Context: an optimization exercise on an open-source flow, tuned for small area and a short achievable clock period. The choices shown serve that exercise and are no tape-out recipe.
The clock port is modelled as an ideal driver, which makes a skipped or thinned clock tree look cheaper than it is; a real chip needs a root buffer or a tree.
Power figures rest on the tool's default switching activity, not on a simulated workload.

==> v28 <==
==> flow/design.v <==
module registers (
    input logic rst,
    input logic clk,
    input logic [31:0] reg_addr,
    input logic [31:0] reg_wr_data,
    input logic reg_wr,
    output logic neg_b,
    output logic neg_c
);
    logic wr_hit;
    assign wr_hit = reg_wr & (reg_addr == 32'd10);
    always_ff @(posedge clk)
    begin
        if (rst) begin
            neg_b <= 1'b0;
            neg_c <= 1'b0;
        end
        else if (wr_hit) begin
            neg_b <= (reg_wr_data[1:0] == 2'h2);
            neg_c <= (reg_wr_data[1:0] == 2'h1) | (reg_wr_data[1:0] == 2'h2);
        end
    end
endmodule
module calculate (
    input logic rst,
    input logic clk,
    input logic [31:0] a,
    input logic [31:0] b,
    input logic [31:0] c,
    input logic neg_b,
    input logic neg_c,
    output logic [63:0] z
);
    localparam int W = 38;
    localparam int B1 = 16;
    localparam int B2 = 32;
    logic [31:0] bx, cx;
    logic [31:0] s1, cy1;
    logic nb1, nc1;
    logic [W-1:0] ra, rb;
    logic [W-1:0] p2, g2;
    logic [B1-1:0] u0;
    logic [B2-B1-1:0] u1;
    logic [W-B2-1:0] u2;
    logic c0, c1;
    logic [W-1:0] x2n;
    logic c0n, c1n;
    logic [B2-B1-1:0] v1;
    logic [W-B2-1:0] v2;
    logic carry2;
    logic [W-1:0] z3;
    logic rst1, rst12;
    assign bx = b ^ {32{neg_b}};
    assign cx = c ^ {32{neg_c}};
    always_ff @(posedge clk)
    begin
        s1  <= a ^ bx ^ cx;
        cy1 <= (a & bx) | (a & cx) | (bx & cx);
        nb1 <= neg_b;
        nc1 <= neg_c;
    end
    assign ra = {{(W-32){nb1 ^ nc1}}, s1};
    assign rb = {{(W-33){nb1 & nc1}}, cy1, nc1};
    assign p2 = ra ^ rb;
    assign g2 = {ra[W-1:1] & rb[W-1:1], (ra[0] & rb[0]) | (ra[0] & nb1) | (rb[0] & nb1)};
    prefix_carry #(.W(B1)) iblk0(.p(p2[B1-1:0]), .g(g2[B1-1:0]), .cin(nb1), .s(u0), .cout(c0));
    prefix_carry #(.W(B2-B1)) iblk1(.p(p2[B2-1:B1]), .g(g2[B2-1:B1]), .cin(1'b0), .s(u1), .cout(c1));
    prefix_carry #(.W(W-B2)) iblk2(.p(p2[W-1:B2]), .g(g2[W-1:B2]), .cin(1'b0), .s(u2), .cout());
    always_ff @(posedge clk)
    begin
        x2n <= ~{u2, u1, u0};
        c0n <= ~c0;
        c1n <= ~c1;
        rst1 <= rst;
        rst12 <= rst | rst1;
    end
    assign carry2 = ~c1n | (~c0n & (&(~x2n[B2-1:B1])));
    incrementer #(.W(B2-B1)) iinc1(.x(~x2n[B2-1:B1]), .cin(~c0n), .s(v1));
    incrementer #(.W(W-B2)) iinc2(.x(~x2n[W-1:B2]), .cin(carry2), .s(v2));
    always_ff @(posedge clk)
    begin
        if (rst | rst12)
            z3 <= '0;
        else
            z3 <= {v2, v1, ~x2n[B1-1:0]};
    end
    always_comb
    begin
        z[W-1:0] = z3;
        for (int i = W; i < 64; i++)
            z[i] = z3[34 + (i % (W-34))];
    end
endmodule
module prefix_carry #(
    parameter int W = 38
) (
    input logic [W-1:0] p,
    input logic [W-1:0] g,
    input logic cin,
    output logic [W-1:0] s,
    output logic cout
);
    localparam int L = (W > 32) ? 6 : (W > 16) ? 5 : (W > 8) ? 4 : (W > 4) ? 3 : (W > 2) ? 2 : 1;
    for (genvar l = 0; l <= L; l++) begin : level
        logic [W-1:0] gg;
        logic [W-1:0] tt;
        if (l == 0) begin : first
            assign gg = g;
            assign tt = p;
        end
        else begin : next
            localparam int D = 1 << (l - 1);
            assign gg = {level[l-1].gg[W-1:D] | (level[l-1].tt[W-1:D] & level[l-1].gg[W-1-D:0]),
                         level[l-1].gg[D-1:0]};
            assign tt = {level[l-1].tt[W-1:D] & level[l-1].tt[W-1-D:0], level[l-1].tt[D-1:0]};
        end
    end
    assign s = p ^ {level[L].gg[W-2:0], cin};
    assign cout = level[L].gg[W-1];
endmodule
module incrementer #(
    parameter int W = 21
) (
    input logic [W-1:0] x,
    input logic cin,
    output logic [W-1:0] s
);
    localparam int L = (W > 32) ? 6 : (W > 16) ? 5 : (W > 8) ? 4 : (W > 4) ? 3 : (W > 2) ? 2 : 1;
    for (genvar l = 0; l <= L; l++) begin : level
        logic [W-1:0] tt;
        if (l == 0) begin : first
            assign tt = x;
        end
        else begin : next
            localparam int D = 1 << (l - 1);
            assign tt = {level[l-1].tt[W-1:D] & level[l-1].tt[W-1-D:0], level[l-1].tt[D-1:0]};
        end
    end
    assign s = x ^ ({level[L].tt[W-2:0], 1'b1} & {W{cin}});
endmodule
module operator (
    input logic rst,
    input logic clk,
    input logic [31:0] reg_addr,
    input logic [31:0] reg_wr_data,
    input logic reg_wr,
    input logic [31:0] a,
    input logic [31:0] b,
    input logic [31:0] c,
    output logic [63:0] z
);
    logic neg_b;
    logic neg_c;
    registers ireg(
        .clk(clk),
        .rst(rst),
        .reg_addr(reg_addr),
        .reg_wr_data(reg_wr_data),
        .reg_wr(reg_wr),
        .neg_b(neg_b),
        .neg_c(neg_c));
    calculate ical(
        .clk(clk),
        .rst(rst),
        .a(a),
        .b(b),
        .c(c),
        .neg_b(neg_b),
        .neg_c(neg_c),
        .z(z));
endmodule
==> flow/flow/run.sh <==
#!/bin/bash
# Standard ORFS layout, except that:
#  - the port buffers are small plain buffers (buffer_ports otherwise picks a
#    large delay cell for every port);
#  - the clock tree is two levels: the clock port drives a root clock
#    buffer, which drives six leaf buffers, each driving the flip-flops of
#    one sixth of the core (manual_cts.tcl).
set -euo pipefail
W=$(pwd)
bash standard.sh synth > "$W/make_synth.log" 2>&1
export BUFFER_PORTS_ARGS="-buffer_cell sky130_fd_sc_hd__buf_1"
export PRE_CTS_TCL="$W/flow/manual_cts.tcl"
bash standard.sh > "$W/make_layout.log" 2>&1
==> flow/flow/manual_cts.tcl <==
# A two-level clock tree: the clock port drives one root clock buffer, which
# drives one leaf clock buffer per region of the core; each leaf drives the
# flip-flops of its region. The regions split the flip-flops into n_cols
# columns of equal count by x, and each column into n_rows rows by y.
proc manual_clock_tree {n_cols n_rows leaf_master root_master} {
  set block [ord::get_db_block]
  set net [$block findNet clk]
  set leaf_m [[ord::get_db] findMaster $leaf_master]
  set root_m [[ord::get_db] findMaster $root_master]
  set sinks {}
  foreach it [$net getITerms] {
    set bb [[$it getInst] getBBox]
    lappend sinks [list $it [expr {([$bb xMin] + [$bb xMax]) / 2}] [expr {([$bb yMin] + [$bb yMax]) / 2}]]
  }
  set n [llength $sinks]
  set by_x [lsort -integer -index 1 $sinks]
  set groups {}
  for {set c 0} {$c < $n_cols} {incr c} {
    set col [lsort -integer -index 2 [lrange $by_x [expr {$c * $n / $n_cols}] [expr {($c + 1) * $n / $n_cols - 1}]]]
    set m [llength $col]
    for {set r 0} {$r < $n_rows} {incr r} {
      lappend groups [lrange $col [expr {$r * $m / $n_rows}] [expr {($r + 1) * $m / $n_rows - 1}]]
    }
  }
  # the root buffer, between the port net and the leaves' net
  set root [odb::dbInst_create $block $root_m "clkbuf_root"]
  set trunk [odb::dbNet_create $block "clknet_root"]
  $trunk setSigType CLOCK
  [$root findITerm A] connect $net
  [$root findITerm X] connect $trunk
  set k 0
  set rx 0
  set ry 0
  foreach g $groups {
    set sx 0; set sy 0
    foreach s $g { incr sx [lindex $s 1]; incr sy [lindex $s 2] }
    set cx [expr {$sx / [llength $g]}]
    set cy [expr {$sy / [llength $g]}]
    incr rx $cx
    incr ry $cy
    set inst [odb::dbInst_create $block $leaf_m "clkbuf_leaf_$k"]
    $inst setLocation $cx $cy
    $inst setPlacementStatus PLACED
    set leaf [odb::dbNet_create $block "clknet_leaf_$k"]
    $leaf setSigType CLOCK
    foreach s $g {
      set it [lindex $s 0]
      $it disconnect
      $it connect $leaf
    }
    [$inst findITerm A] connect $trunk
    [$inst findITerm X] connect $leaf
    puts "clock leaf $k: [llength $g] sinks at ($cx, $cy)"
    incr k
  }
  $root setLocation [expr {$rx / $k}] [expr {$ry / $k}]
  $root setPlacementStatus PLACED
  $net setSigType CLOCK
}

# Used in place of TritonCTS: cts.tcl calls clock_tree_synthesis, then
# legalises the placement and repairs timing as usual.
rename clock_tree_synthesis tritoncts_clock_tree_synthesis
proc clock_tree_synthesis {args} {
  manual_clock_tree 3 2 sky130_fd_sc_hd__clkbuf_16 sky130_fd_sc_hd__clkbuf_16
  set_propagated_clock [all_clocks]
}
==> flow/standard.sh <==
#!/bin/bash
# synth_recipe.tcl (not shown) runs the flow's synth.tcl, then flattens the netlist and writes it again
# the make line also repeats each setting of config.mk as NAME=value (left out here)
make -C /OpenROAD-flow-scripts/flow DESIGN_CONFIG=/design/flow/config.mk WORK_HOME=/design/flow/orfs CLKGATE_MAP_FILE= SYNTH_SCRIPT=/design/flow/synth_recipe.tcl "${@:-finish}"
==> flow/config.mk <==
export PLATFORM = sky130hd
export DESIGN_NAME = operator
export DESIGN_NICKNAME = operator
export VERILOG_FILES = /design/flow/design.v
export SDC_FILE = /design/flow/constraint.sdc
export NUM_CORES = 4
export LEC_CHECK = 0
export ABC_CLOCK_PERIOD_IN_PS = 1000
export CAP_MARGIN = 20
export CORE_MARGIN = 2
export CORE_UTILIZATION = 65
export CTS_BUF_LIST = sky130_fd_sc_hd__clkbuf_4 sky130_fd_sc_hd__clkbuf_8
export CTS_CLUSTER_DIAMETER = 60
export CTS_CLUSTER_SIZE = 30
export SETUP_SLACK_MARGIN = 3.7
export SLEW_MARGIN = 20
==> flow/constraint.sdc <==
create_clock -name core_clock -period 6.0 [get_ports {clk}]
set_input_delay 1.2000 -clock core_clock [delete_from_list [all_inputs] [get_ports {clk}]]
set_output_delay 1.2000 -clock core_clock [all_outputs]
set_load 0.01 [all_outputs]
==> v25 (differences from v28) <==
--- a/flow/design.v
+++ b/flow/design.v
@@ -9,4 +9,12 @@
 );
-    logic wr_hit;
-    assign wr_hit = reg_wr & (reg_addr == 32'd10);
+    logic wr_hit, wr_nb, wr_nc;
+    logic nb_r, nc_r;
+    always_ff @(posedge clk)
+    begin
+        wr_hit <= ~rst & reg_wr & (reg_addr == 32'd10);
+        wr_nb <= (reg_wr_data[1:0] == 2'h2);
+        wr_nc <= (reg_wr_data[1:0] == 2'h1) | (reg_wr_data[1:0] == 2'h2);
+    end
+    assign neg_b = wr_hit ? wr_nb : nb_r;
+    assign neg_c = wr_hit ? wr_nc : nc_r;
     always_ff @(posedge clk)
@@ -14,8 +22,8 @@
         if (rst) begin
-            neg_b <= 1'b0;
-            neg_c <= 1'b0;
+            nb_r <= 1'b0;
+            nc_r <= 1'b0;
         end
-        else if (wr_hit) begin
-            neg_b <= (reg_wr_data[1:0] == 2'h2);
-            neg_c <= (reg_wr_data[1:0] == 2'h1) | (reg_wr_data[1:0] == 2'h2);
+        else begin
+            nb_r <= neg_b;
+            nc_r <= neg_c;
         end
@@ -34,4 +42,4 @@
     localparam int W = 38;
-    localparam int B1 = 16;
-    localparam int B2 = 32;
+    localparam int B1 = 8;
+    localparam int B2 = 22;
     logic [31:0] bx, cx;
@@ -64,3 +72,3 @@
     assign p2 = ra ^ rb;
-    assign g2 = {ra[W-1:1] & rb[W-1:1], (ra[0] & rb[0]) | (ra[0] & nb1) | (rb[0] & nb1)};
+    assign g2 = {ra[W-1:1] & rb[W-1:1], nb1 | (ra[0] & nc1)};
     prefix_carry #(.W(B1)) iblk0(.p(p2[B1-1:0]), .g(g2[B1-1:0]), .cin(nb1), .s(u0), .cout(c0));
- CORE_UTILIZATION: 65 -> 80
==> v17 (differences from v28) <==
==> flow/design.v (replaced) <==
module registers (
    input logic rst,
    input logic clk,
    input logic [31:0] reg_addr,
    input logic [31:0] reg_wr_data,
    input logic reg_wr,
    output logic neg_b,
    output logic neg_c
);
    logic wr_hit;
    assign wr_hit = reg_wr & (reg_addr == 32'd10);
    always_ff @(posedge clk)
    begin
        if (rst) begin
            neg_b <= 1'b0;
            neg_c <= 1'b0;
        end
        else if (wr_hit) begin
            neg_b <= (reg_wr_data[1:0] == 2'h2);
            neg_c <= (reg_wr_data[1:0] == 2'h1) | (reg_wr_data[1:0] == 2'h2);
        end
    end
endmodule
module calculate (
    input logic rst,
    input logic clk,
    input logic [31:0] a,
    input logic [31:0] b,
    input logic [31:0] c,
    input logic neg_b,
    input logic neg_c,
    output logic [63:0] z
);
    localparam int W = 38;
    logic [31:0] bx, cx;
    logic [31:0] s1, cy1;
    logic nb1, nc1;
    logic [W-1:0] sum2;
    logic [W-1:0] x2;
    logic [W-1:0] z3;
    logic rst1, rst2;
    assign bx = b ^ {32{neg_b}};
    assign cx = c ^ {32{neg_c}};
    always_ff @(posedge clk)
    begin
        s1  <= a ^ bx ^ cx;
        cy1 <= (a & bx) | (a & cx) | (bx & cx);
        nb1 <= neg_b;
        nc1 <= neg_c;
    end
    assign sum2 = {{(W-32){nb1 ^ nc1}}, s1}
                + {{(W-33){nb1 & nc1}}, cy1, nc1}
                + {{(W-1){1'b0}}, nb1};
    always_ff @(posedge clk)
    begin
        x2 <= sum2;
        rst1 <= rst;
        rst2 <= rst1;
        if (rst | rst1 | rst2)
            z3 <= '0;
        else
            z3 <= x2;
    end
    always_comb
    begin
        z[W-1:0] = z3;
        for (int i = W; i < 64; i++)
            z[i] = z3[34 + (i % (W-34))];
    end
endmodule
module operator (
    input logic rst,
    input logic clk,
    input logic [31:0] reg_addr,
    input logic [31:0] reg_wr_data,
    input logic reg_wr,
    input logic [31:0] a,
    input logic [31:0] b,
    input logic [31:0] c,
    output logic [63:0] z
);
    logic neg_b;
    logic neg_c;
    registers ireg(
        .clk(clk),
        .rst(rst),
        .reg_addr(reg_addr),
        .reg_wr_data(reg_wr_data),
        .reg_wr(reg_wr),
        .neg_b(neg_b),
        .neg_c(neg_c));
    calculate ical(
        .clk(clk),
        .rst(rst),
        .a(a),
        .b(b),
        .c(c),
        .neg_b(neg_b),
        .neg_c(neg_c),
        .z(z));
endmodule
==> flow/flow/run.sh (replaced) <==
#!/bin/bash
# Standard ORFS layout, except that the port buffers are small plain buffers
# (buffer_ports otherwise picks a large delay cell for every port).
set -euo pipefail
W=$(pwd)
bash standard.sh synth > "$W/make_synth.log" 2>&1
export BUFFER_PORTS_ARGS="-buffer_cell sky130_fd_sc_hd__buf_1"
bash standard.sh > "$W/make_layout.log" 2>&1
- ABC_CLOCK_PERIOD_IN_PS: 1000 -> 2000
- CORE_UTILIZATION: 65 -> 60
- CTS_BUF_LIST: sky130_fd_sc_hd__clkbuf_4 sky130_fd_sc_hd__clkbuf_8 -> default
- CTS_CLUSTER_DIAMETER: 60 -> default
- CTS_CLUSTER_SIZE: 30 -> default
- SETUP_SLACK_MARGIN: 3.7 -> 3.6
removed: flow/flow/manual_cts.tcl
==> qor summary <==
|  | v25 | v17 | v28 |
|---|---|---|---|
| Peak supply drop | 0.226 mV | 0.190 mV | 0.183 mV |
| Wire length of the first global-routing pass | 24.2 mm | 30.0 mm | 20.1 mm |
| Compound-Gate Fraction of Synth Area | 7.90% | 13.3% | 9.46% |
| Number of nets in the finished design | 1,011 | 1,208 | 1,000 |
| XOR/XNOR Fraction of Synth Area | 13.4% | 12.7% | 12.5% |
| Vias | 5,156 | 6,459 | 4,645 |
| Instance count after placement with tap cells included | 864 | 1,103 | 877 |
| Power dissipated by switching net loads | 0.000769 W | 0.00118 W | 0.000671 W |
| Cell area after placement | 0.00735 mm2 | 0.00856 mm2 | 0.00715 mm2 |
| Cell Pwr Density | 318 mW/mm2 | 362 mW/mm2 | 305 mW/mm2 |
| Die Area | 0.00910 mm2 | 0.0140 mm2 | 0.0108 mm2 |
| Power share of the clock group | 20.4% | 31.7% | 20.8% |
| Starting DRC count in detailed routing | 288 | 315 | 140 |
| Sequential group power | 0.00132 W | 0.00120 W | 0.00122 W |
| Post-route cell area | 0.00768 mm2 | 0.00964 mm2 | 0.00753 mm2 |
| Status | timing/DRC/antenna clean | timing/DRC/antenna clean | timing/DRC/antenna clean |
| Worst R2R Start | ical.c0n$_DFF_P_ | ical.cy1[3]$_DFF_P_ | ical.x2n[16]$_DFF_P_ |
| Multi-input combinational cell area | 0.00346 mm2 | 0.00489 mm2 | 0.00338 mm2 |
| Floorplan die width | 95.4 um | 118 um | 104 um |
No functional check of the RTL was part of any run of this note. The clock cells of v28 and v25 come from the design's own scripts or RTL, not from TritonCTS.

[afterwards: timing with drivers on the ports]
How much do the figures lean on ideal ports? The routed layouts below were timed once more, with nothing changed but the port constraints.
Step 1 (the two cells are an assumption about what drives the block):
set clk [get_ports {clk}]
set_driving_cell -lib_cell sky130_fd_sc_hd__clkbuf_16 $clk
set_driving_cell -lib_cell sky130_fd_sc_hd__buf_2 [delete_from_list [all_inputs] $clk]
Step 2 times the ports against the registers' clock, not the clock port: input delays grow and output delays shrink by t, the midpoint of the rising clock arrivals with the driver on.
Slacks: no drivers / after step 1 / after step 2; pairs: no drivers / after step 1.
| run | shift t [ns] | slack for setup (ns) | worst hold slack (ns) | worst setup path after step 2 | slew at the worst register clock pin (ns) |
|---|---|---|---|---|---|
| v28 | 0.384 | 3.652 / 3.666 / 3.282 | 0.384 / 0.384 / 0.384 | input to register | 0.09 / 0.09 |
| v25 | 0.386 | 3.513 / 3.513 / 3.439 | 0.386 / 0.386 / 0.386 | input to register | 0.10 / 0.10 |
| v17 | 0.453 | 2.664 / 2.664 / 2.664 | 0.376 / 0.376 / 0.376 | register to register | 0.07 / 0.07 |
After both steps every run listed still meets setup and hold. The setup slack of v28, which loses most, moves by +0.014 ns with the drivers and by -0.370 ns with both steps.
